Source: an optimization exercise on an open RTL-to-GDS flow (aim: small area, a short achievable clock period and few clock cycles). Production flows keep margins and buffers that such runs may drop. No functional check of the RTL was part of any run shown here. In every run shown here, the design's own scripts or RTL, not TritonCTS, make the clock network. The flow treats the clock pin as an ideal source. Dropping or thinning the clock tree relies on that and would not hold on a real chip. Power is estimated from default activity; no workload was simulated.

==> design/flow/design.v <==
package axi_pkg;
  typedef enum logic [1:0] {
    RESP_OKAY   = 2'b00,
    RESP_EXOKAY = 2'b01,
    RESP_SLVERR = 2'b10,
    RESP_DECERR = 2'b11
  } axi_resp_t;
  localparam int NUM_REGS = 8;
  localparam logic [7:0] REG_CTRL_OFFSET     = 8'h00;
  localparam logic [7:0] REG_STATUS_OFFSET   = 8'h04;
  localparam logic [7:0] REG_DATA_TX_OFFSET  = 8'h08;
  localparam logic [7:0] REG_DATA_RX_OFFSET  = 8'h0C;
  localparam logic [7:0] REG_IRQ_EN_OFFSET   = 8'h10;
  localparam logic [7:0] REG_IRQ_STAT_OFFSET = 8'h14;
  localparam logic [7:0] REG_SCRATCH_OFFSET  = 8'h18;
  localparam logic [7:0] REG_VERSION_OFFSET  = 8'h1C;
  localparam int REG_CTRL     = 0;
  localparam int REG_STATUS   = 1;
  localparam int REG_DATA_TX  = 2;
  localparam int REG_DATA_RX  = 3;
  localparam int REG_IRQ_EN   = 4;
  localparam int REG_IRQ_STAT = 5;
  localparam int REG_SCRATCH  = 6;
  localparam int REG_VERSION  = 7;
  localparam logic [31:0] IP_VERSION = 32'h0001_0000;
endpackage
module axi4_lite_slave #(
  parameter int ADDR_WIDTH = 32,
  parameter int DATA_WIDTH = 32
)(
  input  logic                    aclk,
  input  logic                    aresetn,
  input  logic [ADDR_WIDTH-1:0]   awaddr,
  input  logic [2:0]              awprot,
  input  logic                    awvalid,
  output logic                    awready,
  input  logic [DATA_WIDTH-1:0]   wdata,
  input  logic [DATA_WIDTH/8-1:0] wstrb,
  input  logic                    wvalid,
  output logic                    wready,
  output logic [1:0]              bresp,
  output logic                    bvalid,
  input  logic                    bready,
  input  logic [ADDR_WIDTH-1:0]   araddr,
  input  logic [2:0]              arprot,
  input  logic                    arvalid,
  output logic                    arready,
  output logic [DATA_WIDTH-1:0]   rdata,
  output logic [1:0]              rresp,
  output logic                    rvalid,
  input  logic                    rready
);
  logic [31:0] reg_ctrl;
  logic [31:0] reg_data_tx;
  logic [31:0] reg_irq_en;
  logic [31:0] reg_scratch;
  logic       aw_v0, aw_v1;           
  logic [4:0] aw_e0, aw_e1;
  logic       aw_blk;                 
  logic       w_blk;                  
  logic       awready_q, wready_q;    
  logic       b_v, b_idle, b_err;     
  logic       bs_v, bs_err;           
  assign awready = awready_q;
  assign wready  = wready_q;
  assign bvalid  = b_v;
  assign bresp   = {b_err, 1'b0};
  wire aw_fire = awvalid & ~aw_blk;
  wire w_fire  = wvalid & ~w_blk;
  wire b_free  = b_idle | bready;     
  wire       aw_ok_in = (awaddr[31:5] == 27'd0);
  wire [4:0] aw_e_in  = {aw_ok_in,
                         awaddr[4:2] == 3'd6,
                         awaddr[4:2] == 3'd4,
                         awaddr[4:2] == 3'd2,
                         awaddr[4:2] == 3'd0};
  wire [3:0] w_sel = {4{~w_blk & aw_e0[4]}} & aw_e0[3:0];
  logic [3:0][3:0] w_en;
  for (genvar r = 0; r < 4; r++) begin : g_wen_r
    for (genvar b = 0; b < 4; b++) begin : g_wen_b
      axi4_lite_and3 u_en (.a(w_sel[r]), .b(wstrb[b]), .late(wvalid), .y(w_en[r][b]));
    end
  end
  logic       aw_v0_d, aw_v1_d, bs_v_d, b_v_d, w_go_d;
  logic [4:0] aw_e0_d;
  always_comb begin
    aw_v0_d = aw_v0;
    aw_v1_d = aw_v1;
    if (w_fire) begin
      aw_v0_d = aw_v1 | aw_fire;
      aw_v1_d = 1'b0;
    end else if (aw_fire) begin
      aw_v0_d = 1'b1;
      aw_v1_d = aw_v0;
    end
  end
  assign aw_e0_d = (w_fire | ~aw_v0) ? (aw_v1 ? aw_e1 : aw_e_in) : aw_e0;
  assign bs_v_d  = ~b_free & (bs_v | w_fire);
  assign b_v_d   = b_free ? (bs_v | w_fire) : 1'b1;
  assign w_go_d  = aw_v0_d & ~bs_v_d;
  always_ff @(posedge aclk or negedge aresetn) begin
    if (!aresetn) begin
      aw_v0     <= 1'b0;
      aw_v1     <= 1'b0;
      aw_blk    <= 1'b1;
      w_blk     <= 1'b1;
      awready_q <= 1'b0;
      wready_q  <= 1'b0;
      b_v       <= 1'b0;
      b_idle    <= 1'b1;
      b_err     <= 1'b0;
      bs_v      <= 1'b0;
      bs_err    <= 1'b0;
    end else begin
      aw_v0     <= aw_v0_d;
      aw_v1     <= aw_v1_d;
      aw_blk    <= aw_v1_d;
      w_blk     <= ~w_go_d;
      awready_q <= ~aw_v1_d;
      wready_q  <= w_go_d;
      b_v       <= b_v_d;
      b_idle    <= ~b_v_d;
      bs_v      <= bs_v_d;
      if (b_free) b_err <= bs_v ? bs_err : ~aw_e0[4];
      if (~bs_v)  bs_err <= ~aw_e0[4];
    end
  end
  always_ff @(posedge aclk) begin
    aw_e0 <= aw_e0_d;
    if (~aw_v1) aw_e1 <= aw_e_in;
  end
  always_ff @(posedge aclk or negedge aresetn) begin
    if (!aresetn) begin
      reg_ctrl    <= '0;
      reg_data_tx <= '0;
      reg_irq_en  <= '0;
      reg_scratch <= '0;
    end else begin
      for (int b = 0; b < 4; b++) begin
        if (w_en[0][b]) reg_ctrl[b*8 +: 8]    <= wdata[b*8 +: 8];
        if (w_en[1][b]) reg_data_tx[b*8 +: 8] <= wdata[b*8 +: 8];
        if (w_en[2][b]) reg_irq_en[b*8 +: 8]  <= wdata[b*8 +: 8];
        if (w_en[3][b]) reg_scratch[b*8 +: 8] <= wdata[b*8 +: 8];
      end
    end
  end
  logic        ar_v0, ar_v1;          
  logic        ar_blk;                
  logic        arready_q;             
  logic [5:0]  ar_lo, ar_hi_n;
  logic        ar_ok1;
  logic [2:0]  ar_idx1;
  logic        r_v, r_idle, r_err;    
  logic [31:0] r_data;
  assign arready = arready_q;
  assign rvalid  = r_v;
  assign rdata   = r_data;
  assign rresp   = {r_err, 1'b0};
  wire ar_fire  = arvalid & ~ar_blk;
  wire r_load   = r_idle | rready;    
  wire ar_pop   = r_load & ar_v0;
  wire ar_ok_in = (araddr[31:5] == 27'd0);
  logic      sel_ok;
  axi4_lite_mux2 u_sel_ok (.s(ar_v1), .a1(ar_ok1), .a0(ar_ok_in), .y(sel_ok));
  wire [2:0] sel_idx = ar_v1 ? ar_idx1 : araddr[4:2];
  wire [5:0] lo_d = {sel_ok,
                     sel_idx == 3'd6,
                     sel_idx == 3'd4,
                     sel_idx[2:1] == 2'd1,
                     sel_idx == 3'd1,
                     sel_idx == 3'd0};
  wire [5:0] hi_d = {sel_ok,
                     sel_idx == 3'd7,
                     sel_idx == 3'd6,
                     sel_idx == 3'd4,
                     sel_idx[2:1] == 2'd1,
                     sel_idx == 3'd0};
  logic ar_v0_d, ar_v1_d;
  always_comb begin
    ar_v0_d = ar_v0;
    ar_v1_d = ar_v1;
    if (ar_pop) begin
      ar_v0_d = ar_v1 | ar_fire;
      ar_v1_d = 1'b0;
    end else if (ar_fire) begin
      ar_v0_d = 1'b1;
      ar_v1_d = ar_v0;
    end
  end
  always_ff @(posedge aclk or negedge aresetn) begin
    if (!aresetn) begin
      ar_v0     <= 1'b0;
      ar_v1     <= 1'b0;
      ar_blk    <= 1'b1;
      arready_q <= 1'b0;
      r_v       <= 1'b0;
      r_idle    <= 1'b1;
      r_err     <= 1'b0;
    end else begin
      ar_v0     <= ar_v0_d;
      ar_v1     <= ar_v1_d;
      ar_blk    <= ar_v1_d;
      arready_q <= ~ar_v1_d;
      if (r_load) begin
        r_v    <= ar_v0;
        r_idle <= ~ar_v0;
        r_err  <= ~ar_lo[5];
      end
    end
  end
  wire        r_hold = ~r_load;
  wire [5:0]  g_lo   = {r_load & ~ar_lo[5], {5{r_load & ar_lo[5]}} & ar_lo[4:0]};
  wire [5:0]  g_hi   = {r_load & ar_hi_n[5], {5{r_load & ~ar_hi_n[5]}} & ~ar_hi_n[4:0]};
  wire [31:0] lo_word = ({32{r_hold}}  & r_data)
                      | ({32{g_lo[0]}} & reg_ctrl)
                      | ({32{g_lo[1]}} & {31'd0, reg_ctrl[0]})
                      | ({32{g_lo[2]}} & reg_data_tx)
                      | ({32{g_lo[3]}} & reg_irq_en)
                      | ({32{g_lo[4]}} & reg_scratch)
                      | ({32{g_lo[5]}} & 32'hDEADBEEF);
  wire [31:0] hi_word = ({32{r_hold}}  & r_data)
                      | ({32{g_hi[0]}} & reg_ctrl)
                      | ({32{g_hi[1]}} & reg_data_tx)
                      | ({32{g_hi[2]}} & reg_irq_en)
                      | ({32{g_hi[3]}} & reg_scratch)
                      | ({32{g_hi[4]}} & axi_pkg::IP_VERSION)
                      | ({32{g_hi[5]}} & 32'hDEADBEEF);
  always_ff @(posedge aclk) begin
    if (ar_pop | ~ar_v0) begin
      ar_lo   <= lo_d;
      ar_hi_n <= ~hi_d;
    end
    if (~ar_v1) begin
      ar_ok1  <= ar_ok_in;
      ar_idx1 <= araddr[4:2];
    end
    r_data <= {hi_word[31:16], lo_word[15:0]};
  end
endmodule
module axi4_lite_and3 (
  input  logic a,
  input  logic b,
  input  logic late,
  output logic y
);
  assign y = a & b & late;
endmodule
module axi4_lite_mux2 (
  input  logic s,
  input  logic a1,
  input  logic a0,
  output logic y
);
  assign y = s ? a1 : a0;
endmodule
module axi4_lite_slave_wrapper #(
  parameter int ADDR_WIDTH = 32,
  parameter int DATA_WIDTH = 32
)(
  input  logic                      aclk,
  input  logic                      aresetn,
  input  logic [ADDR_WIDTH-1:0]     s_axi_awaddr,
  input  logic [2:0]                s_axi_awprot,
  input  logic                      s_axi_awvalid,
  output logic                      s_axi_awready,
  input  logic [DATA_WIDTH-1:0]     s_axi_wdata,
  input  logic [DATA_WIDTH/8-1:0]   s_axi_wstrb,
  input  logic                      s_axi_wvalid,
  output logic                      s_axi_wready,
  output logic [1:0]                s_axi_bresp,
  output logic                      s_axi_bvalid,
  input  logic                      s_axi_bready,
  input  logic [ADDR_WIDTH-1:0]     s_axi_araddr,
  input  logic [2:0]                s_axi_arprot,
  input  logic                      s_axi_arvalid,
  output logic                      s_axi_arready,
  output logic [DATA_WIDTH-1:0]     s_axi_rdata,
  output logic [1:0]                s_axi_rresp,
  output logic                      s_axi_rvalid,
  input  logic                      s_axi_rready
);
  axi4_lite_slave #(
    .ADDR_WIDTH (ADDR_WIDTH),
    .DATA_WIDTH (DATA_WIDTH)
  ) u_slave (
    .aclk    (aclk),           .aresetn (aresetn),
    .awaddr  (s_axi_awaddr),   .awprot  (s_axi_awprot),
    .awvalid (s_axi_awvalid),  .awready (s_axi_awready),
    .wdata   (s_axi_wdata),    .wstrb   (s_axi_wstrb),
    .wvalid  (s_axi_wvalid),   .wready  (s_axi_wready),
    .bresp   (s_axi_bresp),    .bvalid  (s_axi_bvalid),
    .bready  (s_axi_bready),
    .araddr  (s_axi_araddr),   .arprot  (s_axi_arprot),
    .arvalid (s_axi_arvalid),  .arready (s_axi_arready),
    .rdata   (s_axi_rdata),    .rresp   (s_axi_rresp),
    .rvalid  (s_axi_rvalid),   .rready  (s_axi_rready)
  );
endmodule
==> design/flow/flow/run.sh <==
#!/bin/bash
# Standard ORFS layout, with buf_1 port buffers, resizing not tied to cell
# footprints, a hand-built clock tree (port -> 4 -> 16 buffers) (flow/cts_pre.tcl) and
# stronger drives on high-fanout logic (flow/cts_post.tcl).
set -euo pipefail
cd "$(dirname "$0")/.."
export FLOW_CTS_LEAVES=16
export FLOW_CTS_LEAF=sky130_fd_sc_hd__clkbuf_8
export FLOW_CTS_MIDS=4
export FLOW_CTS_MID=sky130_fd_sc_hd__clkbuf_8
bash standard.sh \
  "BUFFER_PORTS_ARGS=-buffer_cell sky130_fd_sc_hd__buf_1" \
  MATCH_CELL_FOOTPRINT=0 \
  "PRE_CTS_TCL=$(pwd)/flow/cts_pre.tcl" \
  "POST_CTS_TCL=$(pwd)/flow/cts_post.tcl" \
  finish > flow_orfs.log 2>&1
==> design/flow/flow/clock_tree.tcl <==
# Build a two-level clock tree by hand: K leaf buffers at the centroids of a
# k-means clustering of the clock sinks, fed directly by the clock port (K<=4)
# or through a root buffer.
proc kmeans {pts K} {
  set n [llength $pts]
  set order [lsort -real -index 0 $pts]
  set cent {}
  for {set k 0} {$k < $K} {incr k} {
    lappend cent [lindex $order [expr {int(($k + 0.5) * $n / $K)}]]
  }
  for {set iter 0} {$iter < 50} {incr iter} {
    set asg {}
    foreach p $pts {
      set best 0; set bd 1e30
      for {set k 0} {$k < $K} {incr k} {
        set c [lindex $cent $k]
        set d [expr {abs([lindex $p 0]-[lindex $c 0]) + abs([lindex $p 1]-[lindex $c 1])}]
        if {$d < $bd} { set bd $d; set best $k }
      }
      lappend asg $best
    }
    set sx {}; set sy {}; set cnt {}
    for {set k 0} {$k < $K} {incr k} { lappend sx 0.0; lappend sy 0.0; lappend cnt 0 }
    foreach p $pts a $asg {
      lset sx $a [expr {[lindex $sx $a] + [lindex $p 0]}]
      lset sy $a [expr {[lindex $sy $a] + [lindex $p 1]}]
      lset cnt $a [expr {[lindex $cnt $a] + 1}]
    }
    set new {}
    for {set k 0} {$k < $K} {incr k} {
      if {[lindex $cnt $k] > 0} {
        lappend new [list [expr {[lindex $sx $k]/[lindex $cnt $k]}] [expr {[lindex $sy $k]/[lindex $cnt $k]}]]
      } else { lappend new [lindex $cent $k] }
    }
    set cent $new
  }
  return [list $cent $asg $cnt]
}

proc build_clock_tree {clk_port K leaf_master root_master} {
  set db [ord::get_db]
  set block [ord::get_db_block]
  set net [[$block findBTerm $clk_port] getNet]
  set sinks {}
  foreach it [$net getITerms] {
    if {[$it isInputSignal]} { lappend sinks $it }
  }
  set pts {}
  foreach it $sinks {
    set bb [[$it getInst] getBBox]
    lappend pts [list [expr {([$bb xMin]+[$bb xMax])/2.0}] [expr {([$bb yMin]+[$bb yMax])/2.0}]]
  }
  set n [llength $pts]
  # k-means, seeded along the x axis after sorting
  set order [lsort -real -index 0 $pts]
  set cent {}
  for {set k 0} {$k < $K} {incr k} {
    lappend cent [lindex $order [expr {int(($k + 0.5) * $n / $K)}]]
  }
  for {set iter 0} {$iter < 50} {incr iter} {
    set asg {}
    foreach p $pts {
      set best 0; set bd 1e30
      for {set k 0} {$k < $K} {incr k} {
        set c [lindex $cent $k]
        set d [expr {abs([lindex $p 0]-[lindex $c 0]) + abs([lindex $p 1]-[lindex $c 1])}]
        if {$d < $bd} { set bd $d; set best $k }
      }
      lappend asg $best
    }
    set sx {}; set sy {}; set cnt {}
    for {set k 0} {$k < $K} {incr k} { lappend sx 0.0; lappend sy 0.0; lappend cnt 0 }
    foreach p $pts a $asg {
      lset sx $a [expr {[lindex $sx $a] + [lindex $p 0]}]
      lset sy $a [expr {[lindex $sy $a] + [lindex $p 1]}]
      lset cnt $a [expr {[lindex $cnt $a] + 1}]
    }
    set new {}
    for {set k 0} {$k < $K} {incr k} {
      if {[lindex $cnt $k] > 0} {
        lappend new [list [expr {[lindex $sx $k]/[lindex $cnt $k]}] [expr {[lindex $sy $k]/[lindex $cnt $k]}]]
      } else { lappend new [lindex $cent $k] }
    }
    set cent $new
  }
  puts "clock tree: $n sinks, cluster sizes $cnt"
  set lm [$db findMaster $leaf_master]
  set feed $net
  if {$root_master ne ""} {
    set rm [$db findMaster $root_master]
    set root [odb::dbInst_create $block $rm "cts_root"]
    set cx 0.0; set cy 0.0
    foreach c $cent { set cx [expr {$cx + [lindex $c 0]}]; set cy [expr {$cy + [lindex $c 1]}] }
    $root setLocation [expr {int($cx/$K)}] [expr {int($cy/$K)}]
    $root setPlacementStatus PLACED
    [$root findITerm A] connect $net
    set feed [odb::dbNet_create $block "clknet_root"]
    $feed setSigType CLOCK
    [$root findITerm X] connect $feed
  }
  for {set k 0} {$k < $K} {incr k} {
    set b [odb::dbInst_create $block $lm "cts_leaf_$k"]
    set c [lindex $cent $k]
    $b setLocation [expr {int([lindex $c 0])}] [expr {int([lindex $c 1])}]
    $b setPlacementStatus PLACED
    [$b findITerm A] connect $feed
    set ln [odb::dbNet_create $block "clknet_leaf_$k"]
    $ln setSigType CLOCK
    [$b findITerm X] connect $ln
    set leafnet($k) $ln
  }
  foreach it $sinks a $asg {
    $it disconnect
    $it connect $leafnet($a)
  }
  $net setSigType CLOCK
}

# Port -> M middle buffers -> K leaf buffers -> sinks (M <= 4: the port feeds them directly).
proc build_clock_tree3 {clk_port M mid_master K leaf_master} {
  set db [ord::get_db]
  set block [ord::get_db_block]
  set net [[$block findBTerm $clk_port] getNet]
  set sinks {}
  foreach it [$net getITerms] { if {[$it isInputSignal]} { lappend sinks $it } }
  set pts {}
  foreach it $sinks {
    set bb [[$it getInst] getBBox]
    lappend pts [list [expr {([$bb xMin]+[$bb xMax])/2.0}] [expr {([$bb yMin]+[$bb yMax])/2.0}]]
  }
  lassign [kmeans $pts $K] lcent lasg lcnt
  # the leaves go to the M middle buffers in equal groups: sorted by x into
  # columns, each column sorted by y
  set cols [expr {$M >= 4 ? 2 : 1}]
  set per [expr {$K / $M}]
  set idx {}
  for {set k 0} {$k < $K} {incr k} { lappend idx [list $k {*}[lindex $lcent $k]] }
  set idx [lsort -real -index 1 $idx]
  set masg [lrepeat $K 0]
  set g 0
  set colsize [expr {$K / $cols}]
  for {set c 0} {$c < $cols} {incr c} {
    set col [lsort -real -index 2 [lrange $idx [expr {$c * $colsize}] [expr {($c + 1) * $colsize - 1}]]]
    for {set i 0} {$i < [llength $col]} {incr i} {
      lset masg [lindex $col $i 0] [expr {$g + $i / $per}]
    }
    incr g [expr {$colsize / $per}]
  }
  set mcent {}; set mcnt {}
  for {set m 0} {$m < $M} {incr m} {
    set sx 0.0; set sy 0.0; set n 0
    for {set k 0} {$k < $K} {incr k} {
      if {[lindex $masg $k] == $m} {
        set sx [expr {$sx + [lindex $lcent $k 0]}]; set sy [expr {$sy + [lindex $lcent $k 1]}]; incr n
      }
    }
    lappend mcent [list [expr {$sx / $n}] [expr {$sy / $n}]]
    lappend mcnt $n
  }
  puts "clock tree: [llength $sinks] sinks, leaf clusters $lcnt, middle groups $mcnt"
  set mm [$db findMaster $mid_master]
  set lm [$db findMaster $leaf_master]
  for {set m 0} {$m < $M} {incr m} {
    set b [odb::dbInst_create $block $mm "cts_mid_$m"]
    set c [lindex $mcent $m]
    $b setLocation [expr {int([lindex $c 0])}] [expr {int([lindex $c 1])}]
    $b setPlacementStatus PLACED
    [$b findITerm A] connect $net
    set mn [odb::dbNet_create $block "clknet_mid_$m"]
    $mn setSigType CLOCK
    [$b findITerm X] connect $mn
    set midnet($m) $mn
  }
  for {set k 0} {$k < $K} {incr k} {
    set b [odb::dbInst_create $block $lm "cts_leaf_$k"]
    set c [lindex $lcent $k]
    $b setLocation [expr {int([lindex $c 0])}] [expr {int([lindex $c 1])}]
    $b setPlacementStatus PLACED
    [$b findITerm A] connect $midnet([lindex $masg $k])
    set ln [odb::dbNet_create $block "clknet_leaf_$k"]
    $ln setSigType CLOCK
    [$b findITerm X] connect $ln
    set leafnet($k) $ln
  }
  foreach it $sinks a $lasg {
    $it disconnect
    $it connect $leafnet($a)
  }
  $net setSigType CLOCK
}
==> design/flow/flow/cts_post.tcl <==
# Sourced by ORFS's cts.tcl (POST_CTS_TCL) after its timing repair: gives a
# stronger drive to single-drive logic cells that fan out to four or more
# pins (the wide enables and selects) and to buffers that fan out to six or
# more, then legalises the placement again.
set my_n 0
foreach inst [get_cells *] {
  set m [get_property $inst ref_name]
  if {![regexp {^sky130_fd_sc_hd__(nand|nor|and|or|a2|a3|o2|o3|inv|buf|mux2)[a-z0-9_]*_1$} $m]} continue
  set out [get_pins -of_objects $inst -filter "direction==output"]
  set fo [llength [get_pins -of_objects [get_nets -of_objects $out] -filter "direction==input"]]
  if {$fo < 4} continue
  regsub {_1$} $m {_2} m2
  set lc [get_lib_cells -quiet */$m2]
  if {[llength $lc]} { replace_cell $inst $lc; incr my_n }
}
# buffers that fan out to six or more pins (port buffers and the buffers
# placement added after them) get a buf_8
foreach inst [get_cells *] {
  set m [get_property $inst ref_name]
  if {![regexp {^sky130_fd_sc_hd__(buf|clkbuf)_[124]$} $m]} continue
  if {[string match cts_* [get_full_name $inst]]} continue
  set out [get_pins -of_objects $inst -filter "direction==output"]
  set fo [llength [get_pins -of_objects [get_nets -of_objects $out] -filter "direction==input"]]
  if {$fo < 6} continue
  set lc [get_lib_cells -quiet */sky130_fd_sc_hd__buf_8]
  if {[llength $lc]} { replace_cell $inst $lc; incr my_n }
}
puts "cts_post.tcl: upsized $my_n cells"
detailed_placement
estimate_parasitics -placement
==> design/flow/flow/cts_pre.tcl <==
# Sourced by ORFS's cts.tcl (PRE_CTS_TCL) after the placed design is loaded.
# Builds a shallow, balanced clock tree by hand (see clock_tree.tcl): the
# clock port feeds FLOW_CTS_MIDS middle buffers, which feed
# FLOW_CTS_LEAVES leaf buffers placed at the centres of k-means clusters of
# the flip-flops. The clock_tree_synthesis call that follows becomes a no-op;
# the rest of cts.tcl (legalisation, timing repair) runs as usual.
source [file join [file dirname [info script]] clock_tree.tcl]
build_clock_tree3 aclk $::env(FLOW_CTS_MIDS) $::env(FLOW_CTS_MID) \
  $::env(FLOW_CTS_LEAVES) $::env(FLOW_CTS_LEAF)
rename clock_tree_synthesis __unused_clock_tree_synthesis
proc clock_tree_synthesis {args} {
  puts "clock tree built by flow/clock_tree.tcl"
  set_propagated_clock [all_clocks]
}
==> design/flow/standard.sh <==
#!/bin/bash
# synth_recipe.tcl (not shown) runs the flow's synth.tcl, then flattens the netlist and writes it again
# the make line also repeats each setting of config.mk as NAME=value (left out here)
make -C /OpenROAD-flow-scripts/flow DESIGN_CONFIG=/design/flow/config.mk WORK_HOME=/design/flow/orfs CLKGATE_MAP_FILE= SYNTH_SCRIPT=/design/flow/synth_recipe.tcl "${@:-finish}"
==> design/flow/config.mk <==
export PLATFORM = sky130hd
export DESIGN_NAME = axi4_lite_slave_wrapper
export DESIGN_NICKNAME = axi4_lite_slave_wrapper
export VERILOG_FILES = /design/flow/design.v
export SDC_FILE = /design/flow/constraint.sdc
export NUM_CORES = 4
export LEC_CHECK = 0
export CAP_MARGIN = 20
export CORE_MARGIN = 2
export CORE_UTILIZATION = 40
export SETUP_SLACK_MARGIN = 1.45
export SLEW_MARGIN = 20
export SYNTH_HIERARCHICAL = 1
export TNS_END_PERCENT = 0
==> design/flow/constraint.sdc <==
create_clock -name core_clock -period 3.0 [get_ports {aclk}]
set_input_delay 0.6000 -clock core_clock [delete_from_list [all_inputs] [get_ports {aclk}]]
set_output_delay 0.6000 -clock core_clock [all_outputs]
set_load 0.01 [all_outputs]
==> metrics.yaml, run 1 <==
outcome:
  status: "timing/DRC/antenna clean"
global_route:
  grtUsageTotal_pct: 18.3
  grt-ovfl-total: 0
  grt_pass1_wl_um: 32200
  grt_pass1_vias: 6107
  antenna_found_initial: 3
  grt_max_degree: 77
logic_synthesis:
  yosysWarnings: 7
  synth_compound_area_share_pct: 9.03
  synthSimpleGateAreaFrac_pct: 10.3
  yosys.area_share.xor_xnor_pct: 0
  postSynthAreaPerCell_sq_um: 12.9
  yosys_register_bits: 204
  yosysMostFrequentCell: "dfrtp_1"
  yosys-top-cells-count: "dfrtp_1 (141), mux2_2 (125), dfxtp_1 (40), nand2b_1 (39), clkbuf_1 (31)"
  synth_fa_ha_area_share_pct: 0
  netlist.top_cell.by_area: "dfrtp_1"
  synth_seq_area_share_pct: 59.8
  ys.flop_type: "dfrtp_1"
  synth_top_family_by_area: "multiplexers"
  postSynthCellCount: 648
  synth.cell_area_sq_mm: 0.00836
  netlist-cell-type-count: 39
  postSynth.asyncResetShare_pct: 71.6
  synthMuxAreaShare_pct: 17.5
  yosysTopAreaCellShare_pct: 42.2
  synth-edff-count: 18
  synth_area_leaders: "dfrtp_1 (42%), mux2_2 (17%), dfxtp_1 (9.6%), edfxtp_1 (6.5%), nand2b_1 (2.9%)"
sta:
  setup_viol_count_final: 0
  tns_ns: 0
  relSlewSlack_pct: 52.6
  fmax_ghz: 0.621
  worst_slack_ns: 1.39
  hold_viol_final: 0
  worst_slew_pin_slew_ns: 0.711
  timing.hold.ws_ns: 0.127
  layout_min_cycle_time_ns: 1.61
  fin_crit_sh_pct: 53.6
  rsz0062_at_grt: "yes"
  finalMaxSlewViolations: 0
  final.setup_skew_ns: 0.0380
placement:
  place.gp.congestion: 0.754
  numPortBuffers: 141
  dp_hpwl_um: 13700
  place_ws_ns: 0.574
  dp_cells: 1024
power_and_ir_drop:
  powerDensity_mw_per_mm2: 876
  seq_power_share_pct: 56.2
  netSwitchingPower_mw: 2.66
  clkPwrFrac_pct: 16.3
  p_int_mw: 5.91
  swShare_pct: 31.1
  combPwrFrac_pct: 27.5
  leakagePower_nw: 4.02
  ir_drop_uv: 236
setup_path:
  worst-path-max-fanout: 12
  crit_path_end_kind: "flop"
  critPathRequiredTime_ns: 3.19
  max_stage_delay_ns: 0.54
  critPathTopFamily: "simple AND/OR/NAND/NOR gates"
  cp_num_buf_inv: 0
  worst_path_max_delay_cell: "dfstp_4"
  worstSetupPathType: "reg -> reg"
  critical_path.cell_chain: "or2_4 > and3_4 > a221o_1"
  cp.arrival_ns: 1.80
  startpoint_type: "flop"
final_layout:
  final_util_pct: 48.1
  instances_no_fill: 1058
  areaGrowthSynthToFinish_pct: 17.1
  drive_above_1_share_pct: 31.1
  nNetsFinal: 900
  n_fill_cell: 1810
die:
  fp.dieArea_sq_mm: 0.0221
  fp.coreArea_sq_mm: 0.0204
  start_util_pct: 41.0
  io_pins: 154
  die_w_um: 149
  fp.dieH_um: 149
  rows: 52
route:
  drc: 0
  drtAntennaViolNets: 0
  drt-total-wl_um: 20900
  vias: 5740
  dr.pass1.iters: 4
  viasPerCell: 5.43
  first_iter_violations: 326
  wire_per_inst_um: 19.7
job:
  cap_violations: 0
clocking:
  clkTransAtPathRegs_ns: 0.10
  insertion_delay_ns: 0.32
hold_path:
  hp-class: "in -> async"
worst register-to-register path: cells and delay by family (launching register included):
| kind | cells | cell delay, ns |
|---|---|---|
| flip-flops | 1 | 0.54 |
| AO/OA/AOI/OAI | 1 | 0.36 |
| AND/OR/NAND/NOR | 2 | 0.61 |
routing by layer:
layer | vias to the layer above | global-route usage [%] | share of wire (%)
met1 | 2885 | 23.9 | 43
li1 | 2640 | - | -
met2 | 179 | 32.2 | 49
met4 | 0 | 4.76 | 2.7
met5 | - | 0 | 0
met3 | 36 | 2.67 | 5.5
cells by family (layout without fill, tap and decap cells):
kind of cell	Yosys count	after routing
other	1	5
AND/OR/NAND/NOR	156	161
AO/OA/AOI/OAI	95	95
buffers and inverters	62	193
flip-flops	204	204
multiplexers	130	130
cell type report:
| type | instances | area (sq um) | share of cell area [%] |
|---|---|---|---|
| inverters | 19 | 71.3 | 0.729 |
| diodes | 3 | 7.51 | 0.0767 |
| multi-input cells | 388 | 3330 | 34.0 |
| flip-flops and latches | 204 | 5010 | 51.1 |
| repair buffers | 154 | 763 | 7.80 |
| well taps | 270 | 338 | 3.45 |
| plain buffers | 20 | 275 | 2.81 |
Yosys stat by module (local to each module, per instance), excerpt:
module	cell area, sq um	times used	cells inside	flip-flops and latches
axi4_lite_and3	6.26	16	1	0
axi4_lite_mux2	15.0	1	1	0
worst paths after layout:
check	start	to	slack, ns	cells past startpoint
max	u_slave.r_idle	u_slave.r_data[1]	1.39	3
min	aresetn	u_slave.aw_v1	0.13	1
max reg2reg	u_slave.r_idle	u_slave.r_data[1]	1.39	3
min reg2reg	u_slave.bs_v	u_slave.b_idle	0.46	1
max in group asynchronous	aresetn	u_slave.reg_irq_en[3]	2.19	2
min in group core_clock	u_slave.bs_v	u_slave.b_idle	0.46	1
power groups by stage:
stage	logic, mW	registers [mW]	clock network, mW
after detailed placement	2.14	4.84	0
final	2.35	4.82	1.40
after global placement	2.05	4.77	0
after floorplan	1.64	4.55	0
after global routing	2.58	4.95	1.56
metrics by stage:
stage	area, sq um	power [mW]
floorplan	8370	6.18
global placement	9100	6.82
detailed placement	9100	6.99
global route	9790	9.09
finish	9790	8.57
cells in the final DEF (no fill, tap or decap), types with 6 or more instances in the layout:
master and count:
dfrtp_1 140, mux2_2 108, buf_1 102, dfxtp_1 40
nand2b_1 38, buf_2 36, nor3_1 27, nand2_1 23
a221o_1 23, clkbuf_8 20, inv_1 18, and3_4 18
mux2_4 18, edfxtp_1 18, o21ai_0 15, a22oi_1 13
a31oi_1 13, nor4_1 13, a41oi_1 11, a22o_1 10
nor2_1 9, buf_8 9, buf_4 6
flip-flops by register name, summed over array words and instances, names as in the netlist, 3 cells and up:
name and flops:
u_slave.aw_e0 5, u_slave.ar_idx1 3, u_slave.reg_ctrl 32, u_slave.aw_e1 5, u_slave.reg_irq_en 32, u_slave.ar_lo 6, u_slave.ar_hi_n 6, u_slave.reg_data_tx 32
u_slave.reg_scratch 32, u_slave.r_data 32
==> run 2: changes to the inputs <==
==> design/flow/flow/run.sh (replaced) <==
#!/bin/bash
# Standard ORFS layout, with buf_1 port buffers, resizing not tied to cell
# footprints and a hand-built clock tree (port -> 4 -> 16 buffers, flow/cts_pre.tcl).
set -euo pipefail
cd "$(dirname "$0")/.."
export FLOW_CTS_LEAVES=16
export FLOW_CTS_LEAF=sky130_fd_sc_hd__clkbuf_8
export FLOW_CTS_MIDS=4
export FLOW_CTS_MID=sky130_fd_sc_hd__clkbuf_8
bash standard.sh \
  "BUFFER_PORTS_ARGS=-buffer_cell sky130_fd_sc_hd__buf_1" \
  MATCH_CELL_FOOTPRINT=0 \
  "PRE_CTS_TCL=$(pwd)/flow/cts_pre.tcl" \
  finish > flow_orfs.log 2>&1
--- a/design/flow/config.mk
+++ b/design/flow/config.mk
@@ -8,7 +8,7 @@
 export CAP_MARGIN = 20
 export CORE_MARGIN = 2
 export CORE_UTILIZATION = 40
-export SETUP_SLACK_MARGIN = 1.45
+export SETUP_SLACK_MARGIN = 1.5
 export SLEW_MARGIN = 20
 export SYNTH_HIERARCHICAL = 1
 export TNS_END_PERCENT = 0
removed: design/flow/flow/cts_post.tcl
==> metrics.yaml, run 2 <==
outcome:
  status: "timing/DRC/antenna clean"  # unchanged
sta:
  worst_slack_ns: 1.42  # was 1.39 ns
  hold_viol_final: 0  # unchanged
  worst_slew_pin_slew_ns: 0.702  # was 0.711 ns
  finalMaxSlewViolations: 0  # unchanged
  layout_min_cycle_time_ns: 1.58  # was 1.61 ns
  relSlewSlack_pct: 53.2  # was 52.6%
  final.setup_skew_ns: 0.0384  # was 0.0380 ns
  tns_ns: 0  # unchanged
  fmax_ghz: 0.632  # was 0.621 GHz
  timing.hold.ws_ns: 0.245  # was 0.127 ns
  setup_viol_count_final: 0  # unchanged
  fin_crit_sh_pct: 52.7  # was 53.6%
  rsz0062_at_grt: "yes"  # unchanged
die:
  start_util_pct: 41.0  # unchanged
  rows: 52  # unchanged
  die_w_um: 149  # unchanged
  fp.coreArea_sq_mm: 0.0204  # unchanged
  fp.dieArea_sq_mm: 0.0221  # unchanged
  io_pins: 154  # unchanged
  fp.dieH_um: 149  # unchanged
logic_synthesis:
  synth_area_leaders: "dfrtp_1 (42%), mux2_2 (17%), dfxtp_1 (9.6%), edfxtp_1 (6.5%), nand2b_1 (2.9%)"  # unchanged
  postSynthCellCount: 648  # unchanged
  synth_seq_area_share_pct: 59.8  # unchanged
  synth.cell_area_sq_mm: 0.00836  # unchanged
  yosysMostFrequentCell: "dfrtp_1"  # unchanged
  ys.flop_type: "dfrtp_1"  # unchanged
  netlist.top_cell.by_area: "dfrtp_1"  # unchanged
  yosys_register_bits: 204  # unchanged
  yosysWarnings: 7  # unchanged
  netlist-cell-type-count: 39  # unchanged
  yosysTopAreaCellShare_pct: 42.2  # unchanged
  postSynthAreaPerCell_sq_um: 12.9  # unchanged
  synth-edff-count: 18  # unchanged
  postSynth.asyncResetShare_pct: 71.6  # unchanged
  yosys-top-cells-count: "dfrtp_1 (141), mux2_2 (125), dfxtp_1 (40), nand2b_1 (39), clkbuf_1 (31)"  # unchanged
route:
  drt-total-wl_um: 21000  # was 20900 um
  dr.pass1.iters: 4  # unchanged
  drc: 0  # unchanged
  drtAntennaViolNets: 0  # unchanged
  viasPerCell: 5.45  # was 5.43
  first_iter_violations: 343  # was 326
  wire_per_inst_um: 19.8  # was 19.7 um
  vias: 5769  # was 5740
global_route:
  grtUsageTotal_pct: 18.8  # was 18.3%
  grt_max_degree: 77  # unchanged
  grt_pass1_vias: 6179  # was 6107
  grt_pass1_wl_um: 32800  # was 32200 um
  antenna_found_initial: 1  # was 3
  grt-ovfl-total: 0  # unchanged
setup_path:
  max_stage_delay_ns: 0.38  # was 0.54 ns
  critPathRequiredTime_ns: 3.19  # about the same
  crit_path_end_kind: "flop"  # unchanged
  critPathTopFamily: "simple AND/OR/NAND/NOR gates"  # unchanged
  startpoint_type: "flop"  # unchanged
  ff2ff_path_depth: 4  # was 3
  worst-path-max-fanout: 8  # was 12
  worst_path_max_delay_cell: "edfxtp_1"  # was dfstp_4
  cp_num_buf_inv: 0  # unchanged
  cp.arrival_ns: 1.77  # was 1.80 ns
  critical_path.cell_chain: "nor2b_4 > and2_4 > and3_4 > mux2_2"  # was or2_4 > and3_4 > a221o_1
  path_depth: 4  # was 3
  worstSetupPathType: "reg -> reg"  # unchanged
final_layout:
  instances_no_fill: 1058  # unchanged
  final_common_cell: "dfrtp_1"  # unchanged
  nNetsFinal: 902  # was 900
  final_cell_mix: "dfrtp_1 (140), buf_1 (138), mux2_2 (105)"  # was dfrtp_1 (140), mux2_2 (108), buf_1 (102)
  areaGrowthSynthToFinish_pct: 15.9  # was 17.1%
  drive_above_1_share_pct: 26.0  # was 31.1%
power_and_ir_drop:
  netSwitchingPower_mw: 2.66  # about the same
  seq_power_share_pct: 56.3  # was 56.2%
  combPwrFrac_pct: 27.3  # was 27.5%
  leakagePower_nw: 3.92  # was 4.02 nW
  p_int_mw: 5.90  # was 5.91 mW
  clkPwrFrac_pct: 16.4  # was 16.3%
  ir_drop_uv: 228  # was 236 uV
  powerDensity_mw_per_mm2: 884  # was 876 mW/mm^2
  swShare_pct: 31.1  # about the same
clocking:
  ctsHoldBuffers: 0
  clkTransAtPathRegs_ns: 0.10  # about the same
  insertion_delay_ns: 0.32  # about the same
placement:
  dp_cells: 1024  # unchanged
  place_ws_ns: 0.574  # unchanged
  numPortBuffers: 141  # unchanged
  dp_hpwl_um: 13700  # unchanged
  place.gp.congestion: 0.754  # unchanged
hold_path:
  hp-class: "in -> async"  # unchanged
job:
  cap_violations: 0  # unchanged
[run 2: cell counts after synthesis]
No cell type changed its count.
[run 2: area by class of cell]
cell class | instances | area (sq um)
Timing Repair Buffer | 156 | 663
Fill cell | 1848 | 10700
Sequential cell | 204 | 5010
Multi-Input combinational cell | 388 | 3330
Tap cell | 270 | 338
Antenna cell | 1 | 2.50
Inverter | 19 | 71.3
Buffer | 20 | 275
[run 2: routing by layer]
metal  GRT usage (%)  part of all wire, %  vias to the layer above
met2            33.0                   49                      191
met4            4.90                  2.6                        0
met5               0                    0                        -
met1            24.6                   42                     2904
li1                -                    -                     2637
met3            2.33                  5.5                       37
[run 2: cells by family (layout without fill, tap and decap cells)]
| logic type | after synthesis | after routing | synth area share, % |
|---|---|---|---|
| compound gates | 95 | 95 | 9.03 |
| other cells | 1 | 3 | 0.0449 |
| flops | 204 | 204 | 59.8 |
| simple gates | 156 | 161 | 10.3 |
| mux | 130 | 130 | 17.5 |
| buf+inv | 62 | 195 | 3.26 |
[run 2: final timing paths]
| path | from | slack (ns) | endpoint |
|---|---|---|---|
| min in group core_clock | u_slave.bs_v | 0.46 | u_slave.b_idle |
| hold / removal | aresetn | 0.24 | u_slave.aw_v1 |
| setup reg to reg | u_slave.aw_e0[4] | 1.42 | u_slave.reg_data_tx[18] |
| hold reg to reg | u_slave.bs_v | 0.46 | u_slave.b_idle |
| max in group asynchronous | aresetn | 1.85 | u_slave.r_idle |
| setup / recovery | u_slave.aw_e0[4] | 1.42 | u_slave.reg_data_tx[18] |
[run 2: per-module statistics from Yosys, one instance, submodules excluded, excerpt]
module	cells inside	cell area (sq um)	times used	flip-flops and latches
axi4_lite_and3	1	6.26	16	0
axi4_lite_mux2	1	15.0	1	0
[run 2: what timing repair did]
action                                  4_1_cts  5_1_grt
endpoints found under the setup margin      192      175
buffers inserted                              7        1
hold endpoints to repair                      0        0
gates cloned                                  5        0
pin swaps                                     5        3
gates resized for setup                      62       16
[run 2: power by group through the flow]
stage          Combinational, mW  Clock [mW]  Sequential [mW]
3_3_place_gp                2.05           0             4.77
2_1_floorplan               1.64           0             4.55
4_1_cts                     2.30        1.45             4.79
5_1_grt                     2.57        1.55             4.96
6_report                    2.34        1.40             4.82
3_5_place_dp                2.14           0             4.84
[run 2: stage by stage]
stage | area, sq um | power (mW) | utilization [%]
detailed placement | 9100 | 6.99 | 44.7
floorplan | 8370 | 6.18 | -
CTS | 9610 | 8.54 | 47.2
finish | 9680 | 8.56 | 47.5
global placement | 9100 | 6.82 | 44.7
global route | 9680 | 9.09 | 47.5
==> run 3: changes to the inputs <==
--- a/design/flow/design.v
+++ b/design/flow/design.v
@@ -70,11 +70,11 @@
   wire b_free  = b_idle | bready;     
   wire       aw_ok_in = (awaddr[31:5] == 27'd0);
   wire [4:0] aw_e_in  = {aw_ok_in,
-                         awaddr[4:2] == 3'd6,
-                         awaddr[4:2] == 3'd4,
-                         awaddr[4:2] == 3'd2,
-                         awaddr[4:2] == 3'd0};
-  wire [3:0] w_sel = {4{~w_blk & aw_e0[4]}} & aw_e0[3:0];
+                         aw_ok_in & (awaddr[4:2] == 3'd6),
+                         aw_ok_in & (awaddr[4:2] == 3'd4),
+                         aw_ok_in & (awaddr[4:2] == 3'd2),
+                         aw_ok_in & (awaddr[4:2] == 3'd0)};
+  wire [3:0] w_sel = {4{~w_blk}} & aw_e0[3:0];
   logic [3:0][3:0] w_en;
   for (genvar r = 0; r < 4; r++) begin : g_wen_r
     for (genvar b = 0; b < 4; b++) begin : g_wen_b
@@ -163,18 +163,18 @@
   logic      sel_ok;
   axi4_lite_mux2 u_sel_ok (.s(ar_v1), .a1(ar_ok1), .a0(ar_ok_in), .y(sel_ok));
   wire [2:0] sel_idx = ar_v1 ? ar_idx1 : araddr[4:2];
-  wire [5:0] lo_d = {sel_ok,
-                     sel_idx == 3'd6,
-                     sel_idx == 3'd4,
-                     sel_idx[2:1] == 2'd1,
-                     sel_idx == 3'd1,
-                     sel_idx == 3'd0};
-  wire [5:0] hi_d = {sel_ok,
-                     sel_idx == 3'd7,
-                     sel_idx == 3'd6,
-                     sel_idx == 3'd4,
-                     sel_idx[2:1] == 2'd1,
-                     sel_idx == 3'd0};
+  wire [5:0] lo_d = {~sel_ok,
+                     sel_ok & (sel_idx == 3'd6),
+                     sel_ok & (sel_idx == 3'd4),
+                     sel_ok & (sel_idx[2:1] == 2'd1),
+                     sel_ok & (sel_idx == 3'd1),
+                     sel_ok & (sel_idx == 3'd0)};
+  wire [5:0] hi_d = {~sel_ok,
+                     sel_ok & (sel_idx == 3'd7),
+                     sel_ok & (sel_idx == 3'd6),
+                     sel_ok & (sel_idx == 3'd4),
+                     sel_ok & (sel_idx[2:1] == 2'd1),
+                     sel_ok & (sel_idx == 3'd0)};
   logic ar_v0_d, ar_v1_d;
   always_comb begin
     ar_v0_d = ar_v0;
@@ -204,13 +204,13 @@
       if (r_load) begin
         r_v    <= ar_v0;
         r_idle <= ~ar_v0;
-        r_err  <= ~ar_lo[5];
+        r_err  <= ar_lo[5];
       end
     end
   end
   wire        r_hold = ~r_load;
-  wire [5:0]  g_lo   = {r_load & ~ar_lo[5], {5{r_load & ar_lo[5]}} & ar_lo[4:0]};
-  wire [5:0]  g_hi   = {r_load & ar_hi_n[5], {5{r_load & ~ar_hi_n[5]}} & ~ar_hi_n[4:0]};
+  wire [5:0]  g_lo   = {6{r_load}} & ar_lo;
+  wire [5:0]  g_hi   = {6{r_load}} & ~ar_hi_n;
   wire [31:0] lo_word = ({32{r_hold}}  & r_data)
                       | ({32{g_lo[0]}} & reg_ctrl)
                       | ({32{g_lo[1]}} & {31'd0, reg_ctrl[0]})
--- a/design/flow/flow/run.sh
+++ b/design/flow/flow/run.sh
@@ -1,6 +1,7 @@
 #!/bin/bash
 # Standard ORFS layout, with buf_1 port buffers, resizing not tied to cell
-# footprints and a hand-built clock tree (port -> 4 -> 16 buffers, flow/cts_pre.tcl).
+# footprints, a hand-built clock tree (port -> 4 -> 16 buffers) (flow/cts_pre.tcl) and
+# buf_2 output-port buffers (flow/cts_post.tcl).
 set -euo pipefail
 cd "$(dirname "$0")/.."
 export FLOW_CTS_LEAVES=16
--- a/design/flow/config.mk
+++ b/design/flow/config.mk
@@ -8,7 +8,7 @@
 export CAP_MARGIN = 20
 export CORE_MARGIN = 2
 export CORE_UTILIZATION = 40
-export SETUP_SLACK_MARGIN = 1.5
+export SETUP_SLACK_MARGIN = 1.55
 export SLEW_MARGIN = 20
 export SYNTH_HIERARCHICAL = 1
 export TNS_END_PERCENT = 0
==> metrics.yaml, run 3 <==
placement:
  place.gp.congestion: 0.809  # was 0.754
  numPortBuffers: 141  # unchanged
  dp_hpwl_um: 12900  # was 13700 um
die:
  fp.dieArea_sq_mm: 0.0217  # was 0.0221 sq mm
  fp.dieH_um: 147  # was 149 um
  start_util_pct: 40.6  # was 41.0%
  io_pins: 154  # unchanged
  rows: 52  # unchanged
  die_w_um: 147  # was 149 um
  fp.coreArea_sq_mm: 0.0202  # was 0.0204 sq mm
final_layout:
  areaGrowthSynthToFinish_pct: 13.6  # was 15.9%
  final_cell_mix: "dfrtp_1 (141), buf_1 (139), mux2_2 (128)"  # was dfrtp_1 (140), buf_1 (138), mux2_2 (105)
  final_util_pct: 46.2  # was 47.5%
  nNetsFinal: 867  # was 902
  drive_above_1_share_pct: 27.1  # was 26.0%
  n_fill_cell: 1854  # was 1848
  n_antenna_cell: 0  # was 1
  final_common_cell: "dfrtp_1"  # unchanged
sta:
  rsz0062_at_grt: "yes"  # unchanged
  fmax_ghz: 0.613  # was 0.632 GHz
  finalMaxSlewViolations: 0  # unchanged
  timing.hold.ws_ns: 0.177  # was 0.245 ns
  relSlewSlack_pct: 43.7  # was 53.2%
  hold_viol_final: 0  # unchanged
  worst_slew_pin_slew_ns: 0.845  # was 0.702 ns
  tns_ns: 0  # unchanged
  layout_min_cycle_time_ns: 1.63  # was 1.58 ns
  fin_crit_sh_pct: 54.4  # was 52.7%
  setup_viol_count_final: 0  # unchanged
  final.setup_skew_ns: 0.0432  # was 0.0384 ns
logic_synthesis:
  synth.cell_area_sq_mm: 0.00820  # was 0.00836 sq mm
  yosysTopAreaCellShare_pct: 43.0  # was 42.2%
  postSynthCellCount: 628  # was 648
  synth_area_leaders: "dfrtp_1 (43%), mux2_2 (18%), dfxtp_1 (9.8%), edfxtp_1 (6.6%), a222oi_1 (2.8%)"  # was dfrtp_1 (42%), mux2_2 (17%), dfxtp_1 (9.6%), edfxtp_1 (6.5%), nand2b_1 (2.9%)
  yosys-top-cells-count: "dfrtp_1 (141), mux2_2 (128), nor2_1 (42), dfxtp_1 (40), nand2_1 (31)"  # was dfrtp_1 (141), mux2_2 (125), dfxtp_1 (40), nand2b_1 (39), clkbuf_1 (31)
  synth-edff-count: 18  # unchanged
  yosys_register_bits: 204  # unchanged
  yosysWarnings: 7  # unchanged
  postSynth.asyncResetShare_pct: 71.6  # unchanged
  synth_seq_area_share_pct: 61.0  # was 59.8%
  yosysMostFrequentCell: "dfrtp_1"  # unchanged
  ys.flop_type: "dfrtp_1"  # unchanged
  postSynthAreaPerCell_sq_um: 13.1  # was 12.9 sq um
  netlist-cell-type-count: 41  # was 39
  netlist.top_cell.by_area: "dfrtp_1"  # unchanged
route:
  drc: 0  # unchanged
  first_iter_violations: 473  # was 343
  vias: 5594  # was 5769
  dr.pass1.iters: 6  # was 4
  viasPerCell: 5.47  # was 5.45
  wire_per_inst_um: 19.0  # was 19.8 um
  drt-total-wl_um: 19400  # was 21000 um
  drtAntennaViolNets: 0  # unchanged
global_route:
  globalRouteMet3Util_pct: 3.70  # was 2.33%
  use_met1_pct: 23.3  # was 24.6%
  grt-ovfl-total: 0  # unchanged
  grtUsageTotal_pct: 18.0  # was 18.8%
  antenna_found_initial: 2  # was 1
  grt_pass1_vias: 5980  # was 6179
  grt_max_degree: 84  # was 77
  global_route.usage.met2_pct: 31.5  # was 33.0%
  grt_pass1_wl_um: 31400  # was 32800 um
  grt_busiest_layer: "met2"  # unchanged
power_and_ir_drop:
  leakagePower_nw: 3.63  # was 3.92 nW
  ir_drop_uv: 282  # was 228 uV
  powerDensity_mw_per_mm2: 890  # was 884 mW/mm^2
setup_path:
  worstSetupPathType: "reg -> reg"  # unchanged
  critPathRequiredTime_ns: 3.18  # was 3.19 ns
  reg2reg_slack_ns: 1.37  # was 1.42 ns
  ff2ff_path_depth: 3  # was 4
  startpoint_type: "flop"  # unchanged
  worst_r2r_endpoint: "u_slave.reg_ctrl[30]"  # was u_slave.reg_data_tx[18]
  worst-path-max-fanout: 8  # unchanged
  cp.arrival_ns: 1.81  # was 1.77 ns
  crit_path_end_kind: "flop"  # unchanged
  timing.rr.start: "u_slave.w_blk"  # was u_slave.aw_e0[4]
clocking:
  insertion_delay_ns: 0.33  # was 0.32 ns
  clkTransAtPathRegs_ns: 0.12  # was 0.10 ns
  ctsHoldBuffers: 0  # unchanged
job:
  cap_violations: 0  # unchanged
hold_path:
  hp-class: "in -> async"  # unchanged
outcome:
  status: "timing/DRC/antenna clean"  # unchanged
[run 3: timing repair]
item | in CTS | in global routing
gates resized for setup | 24 | 0
pin swaps | 3 | 2
setup endpoints to repair | 175 | 213
setup buffers | 1 | 0
[run 3: kinds of logic after synthesis]
group,count (synthesis),synth area share [%]
AO/OA/AOI/OAI,98,9.00
other,1,0.0457
multiplexers,133,18.4
buffers and inverters,58,2.99
AND/OR/NAND/NOR,134,8.56
flip-flops,204,61.0
[run 3: through the flow]
step           std cells  cell area [sq um]  setup WS (ns)  power, mW
5_1_grt             1022               9310           1.28       8.81
2_1_floorplan        629               8250           1.29       6.15
4_1_cts             1022               9310           1.36       8.35
3_3_place_gp        1001               8980          0.809       6.73
6_report            1022               9310           1.37       8.29
3_5_place_dp        1001               8980          0.732       6.93
[run 3: report_power, final]
group	switching [mW]	total [mW]	internal (mW)
Sequential	0.801	4.81	4.01
Combinational	0.956	2.08	1.12
Clock	0.792	1.39	0.602
[run 3: Yosys stat by module (local to each module, per instance), a selection]
module,cells inside,area [sq um],times used,flops+latches
axi4_lite_and3,1,6.26,16,0
axi4_lite_mux2,1,15.0,1,0
[run 3: final cells by class]
| type | count | area (sq um) | share of cell area [%] |
|---|---|---|---|
| Sequential cell | 204 | 5000 | 53.7 |
| Multi-Input combinational cell | 367 | 3050 | 32.8 |
| Inverter | 16 | 60.1 | 0.645 |
| Timing Repair Buffer | 145 | 589 | 6.33 |
| Buffer | 20 | 275 | 2.96 |
| Tap cell | 270 | 338 | 3.63 |
[run 3: how the worst max path moves through the flow]
stage | startpoint | end | slack (ns) | depth (start not counted)
6_report | u_slave.w_blk | u_slave.reg_ctrl[30] | 1.37 | 3
3_3_place_gp | s_axi_wvalid | u_slave.reg_data_tx[31] | 0.81 | 3
2_1_floorplan | s_axi_araddr[5] | u_slave.ar_hi_n[4] | 1.29 | 7
3_5_place_dp | s_axi_wvalid | u_slave.reg_data_tx[29] | 0.73 | 3
4_1_cts | s_axi_araddr[5] | u_slave.ar_hi_n[1] | 1.36 | 8
5_1_grt | s_axi_araddr[5] | u_slave.ar_hi_n[1] | 1.28 | 8
[run 3: layer usage]
metal	vias up	part of all wire, %
li1	2552	-
met4	4	1.8
met5	-	0.14
met2	228	49
met1	2775	41
met3	35	8.1
[run 3: worst max-delay path: stages (launching register included)]
cell,delay (ns)
dfstp_2,0.41
nor2b_2,0.30
and3_2,0.42
mux2_2,0.38
==> run 4: changes to the inputs <==
--- a/design/flow/flow/run.sh
+++ b/design/flow/flow/run.sh
@@ -12,4 +12,5 @@
   "BUFFER_PORTS_ARGS=-buffer_cell sky130_fd_sc_hd__buf_1" \
   MATCH_CELL_FOOTPRINT=0 \
   "PRE_CTS_TCL=$(pwd)/flow/cts_pre.tcl" \
+  "POST_CTS_TCL=$(pwd)/flow/cts_post.tcl" \
   finish > flow_orfs.log 2>&1
==> design/flow/flow/cts_post.tcl (new file) <==
# Sourced by ORFS's cts.tcl (POST_CTS_TCL) after its timing repair: the
# buffers that drive the output ports get a buf_2 in place of a buf_1, then
# the placement is legalised again.
set my_n 0
foreach p [all_outputs] {
  foreach drv [get_pins -quiet -of_objects [get_nets [get_name $p]] -filter "direction==output"] {
    set inst [get_cells -of_objects $drv]
    if {[get_property $inst ref_name] eq "sky130_fd_sc_hd__buf_1"} {
      replace_cell $inst [get_lib_cells */sky130_fd_sc_hd__buf_2]
      incr my_n
    }
  }
}
puts "cts_post.tcl: upsized $my_n output buffers"
detailed_placement
estimate_parasitics -placement
==> metrics.yaml, run 4 <==
outcome:
  status: "timing/DRC/antenna clean"  # unchanged
power_and_ir_drop:
  ir_drop_uv: 280  # was 282 uV
  leakagePower_nw: 3.71  # was 3.63 nW
  powerDensity_mw_per_mm2: 890  # about the same
route:
  dr.pass1.iters: 6  # unchanged
  vias: 5607  # was 5594
  drt-total-wl_um: 19400  # about the same
  first_iter_violations: 472  # was 473
  drc: 0  # unchanged
  viasPerCell: 5.49  # was 5.47
  drtAntennaViolNets: 0  # unchanged
  wire_per_inst_um: 19.0  # about the same
global_route:
  antenna_found_initial: 2  # unchanged
  grt_max_degree: 84  # unchanged
  grtUsageTotal_pct: 18.0  # unchanged
  grt-ovfl-total: 0  # unchanged
  grt_pass1_wl_um: 31400  # unchanged
  grt_pass1_vias: 5980  # unchanged
die:
  io_pins: 154  # unchanged
  fp.dieArea_sq_mm: 0.0217  # unchanged
  start_util_pct: 40.6  # unchanged
  fp.dieH_um: 147  # unchanged
  die_w_um: 147  # unchanged
  fp.coreArea_sq_mm: 0.0202  # unchanged
  rows: 52  # unchanged
setup_path:
  max_stage_delay_ns: 0.43  # was 0.42 ns
  timing.rr.start: "u_slave.w_blk"  # unchanged
  startpoint: "u_slave.w_blk"  # unchanged
  crit_path_end_kind: "flop"  # unchanged
  worstSetupPathType: "reg -> reg"  # unchanged
  startpoint_type: "flop"  # unchanged
  critical_path.cell_chain: "nor2b_2 > and3_2 > mux2_2"  # unchanged
  cp.arrival_ns: 1.80  # was 1.81 ns
  reg2reg_slack_ns: 1.38  # was 1.37 ns
  critPathCapture: "u_slave.reg_ctrl[0]"  # was u_slave.reg_ctrl[30]
  critPathRequiredTime_ns: 3.17  # was 3.18 ns
  worst_r2r_endpoint: "u_slave.reg_ctrl[0]"  # was u_slave.reg_ctrl[30]
  worst_path_max_delay_cell: "and3_2"  # unchanged
  ff2ff_path_depth: 3  # unchanged
  worst-path-max-fanout: 8  # unchanged
hold_path:
  hp-class: "in -> async"  # unchanged
sta:
  layout_min_cycle_time_ns: 1.62  # was 1.63 ns
  setup_viol_count_final: 0  # unchanged
  worst_slack_ns: 1.38  # was 1.37 ns
  worst_slew_pin_slew_ns: 0.831  # was 0.845 ns
  relSlewSlack_pct: 44.6  # was 43.7%
  fmax_ghz: 0.616  # was 0.613 GHz
  tns_ns: 0  # unchanged
  rsz0062_at_grt: "yes"  # unchanged
  timing.hold.ws_ns: 0.177  # about the same
  fin_crit_sh_pct: 54.1  # was 54.4%
  final.setup_skew_ns: 0.0429  # was 0.0432 ns
  finalMaxSlewViolations: 0  # unchanged
  hold_viol_final: 0  # unchanged
logic_synthesis:
  yosysWarnings: 7  # unchanged
  postSynth.asyncResetShare_pct: 71.6  # unchanged
  postSynthCellCount: 628  # unchanged
  synth-edff-count: 18  # unchanged
  ys.flop_type: "dfrtp_1"  # unchanged
  netlist.top_cell.by_area: "dfrtp_1"  # unchanged
  yosys-top-cells-count: "dfrtp_1 (141), mux2_2 (128), nor2_1 (42), dfxtp_1 (40), nand2_1 (31)"  # unchanged
  yosysTopAreaCellShare_pct: 43.0  # unchanged
  synth.cell_area_sq_mm: 0.00820  # unchanged
  yosys_register_bits: 204  # unchanged
  postSynthAreaPerCell_sq_um: 13.1  # unchanged
  synth_seq_area_share_pct: 61.0  # unchanged
  yosysMostFrequentCell: "dfrtp_1"  # unchanged
  synth_area_leaders: "dfrtp_1 (43%), mux2_2 (18%), dfxtp_1 (9.8%), edfxtp_1 (6.6%), a222oi_1 (2.8%)"  # unchanged
  netlist-cell-type-count: 41  # unchanged
placement:
  dp_cells: 1001  # unchanged
  place_ws_ns: 0.732  # unchanged
  numPortBuffers: 141  # unchanged
  place.gp.congestion: 0.809  # unchanged
  dp_hpwl_um: 12900  # unchanged
final_layout:
  instances_no_fill: 1022  # unchanged
  areaGrowthSynthToFinish_pct: 14.2  # was 13.6%
  final_cell_mix: "dfrtp_1 (141), mux2_2 (128), buf_1 (100)"  # was dfrtp_1 (141), buf_1 (139), mux2_2 (128)
  n_antenna_cell: 0  # unchanged
  multi_input_area_sq_mm: 0.00305  # unchanged
  seqCellArea_sq_mm: 0.00500  # unchanged
  final_common_cell: "dfrtp_1"  # unchanged
  drive_above_1_share_pct: 32.3  # was 27.1%
  nNetsFinal: 867  # unchanged
  n_fill_cell: 1854  # unchanged
job:
  cap_violations: 0  # unchanged
clocking:
  clkTransAtPathRegs_ns: 0.12  # about the same
  insertion_delay_ns: 0.33  # about the same
[run 4: cell types whose count changed in the layout (fill, tap and decap cells not counted)]
cell / delta
buf_1: -39
buf_2: +39
[run 4: kinds of logic after synthesis]
| group | share of synthesized area (%) |
|---|---|
| compound gates | 9.00 |
| buf+inv | 2.99 |
| flops | 61.0 |
| mux | 18.4 |
| other cells | 0.0457 |
| simple gates | 8.56 |
[run 4: critical path: cells and delay by family (launching register included)]
kind	cells	cell delay, ns
flip-flops	1	0.41
multiplexers	1	0.37
AND/OR/NAND/NOR	2	0.72
[run 4: final cells by class]
class                           instances  area share, %
Timing Repair Buffer                  145           6.82
Sequential cell                       204           53.4
Multi-Input combinational cell        367           32.6
Tap cell                              270           3.61
Inverter                               16          0.641
Buffer                                 20           2.94
[run 4: report_power, final]
part	switching, mW	leakage [nW]	internal, mW
Clock	0.795	0.144	0.602
Sequential	0.793	2.25	4.01
Combinational	0.957	1.31	1.17
Total	2.54	3.71	5.79
[run 4: worst min-delay path by stage]
stage / from / endpoint / slack (ns) / depth (start not counted)
3_3_place_gp: u_slave.ar_v0 / u_slave.r_idle / 0.45 / 1
6_report: aresetn / u_slave.reg_data_tx[6] / 0.18 / 1
3_5_place_dp: u_slave.aw_e1[0] / u_slave.aw_e1[0] / 0.45 / 2
5_1_grt: aresetn / u_slave.reg_scratch[6] / 0.19 / 1
2_1_floorplan: aresetn / u_slave.ar_v0 / 0.30 / 0
[run 4: routing by layer]
| metal | track usage, % | share of wire, % | vias up |
|---|---|---|---|
| met5 | 0 | 0.14 | - |
| met3 | 3.70 | 7.9 | 36 |
| met4 | 3.37 | 1.8 | 4 |
| li1 | - | - | 2550 |
| met2 | 31.5 | 49 | 220 |
| met1 | 23.3 | 41 | 2797 |
[run 4: Yosys stat by module (local to each module, per instance), excerpt]
module | copies in the design | flops+latches
axi4_lite_mux2 | 1 | 0
axi4_lite_and3 | 16 | 0
[run 4: stage by stage]
stage | utilization (%) | instance area [sq um] | power (mW)
6_report | 46.4 | 9360 | 8.33
5_1_grt | 46.4 | 9360 | 8.85
3_3_place_gp | 44.5 | 8980 | 6.73
2_1_floorplan | - | 8250 | 6.15
3_5_place_dp | 44.5 | 8980 | 6.93

==> afterwards: timing with drivers on the ports <==
In the flow no input, the clock included, has a driving cell. The finished layouts below were timed again as built, in two steps.
Step 1, drivers: a clkbuf_16 drives aclk and a buf_2 each remaining input, both assumed.
Step 2 moves the port delays by t, midway between the first and last clock arrival at a register: inputs arrive t later, outputs are due t later. That takes back most of the time a late clock gives input paths.
Slacks: ideal / step 1 / step 2; pairs: ideal / step 1.
run | t, ns | setup slack, ns | hold slack, ns | worst register clock-pin slew, ns | cell pins on the clock port's net
run 1 | 0.377 | 1.391 / 1.391 / 1.126 | 0.127 / 0.101 / 0.463 | 0.10 / 0.10 | 4
run 2 | 0.378 | 1.418 / 1.418 / 1.106 | 0.245 / 0.191 / 0.464 | 0.10 / 0.10 | 4
run 3 | 0.382 | 1.368 / 1.368 / 1.057 | 0.177 / 0.126 / 0.462 | 0.12 / 0.12 | 4
run 4 | 0.382 | 1.376 / 1.376 / 1.057 | 0.177 / 0.127 / 0.462 | 0.12 / 0.12 | 4
After both steps every run listed still meets setup and hold. The setup slack of run 4, which loses most, moves by 0.000 ns with the drivers and by -0.319 ns with both steps.
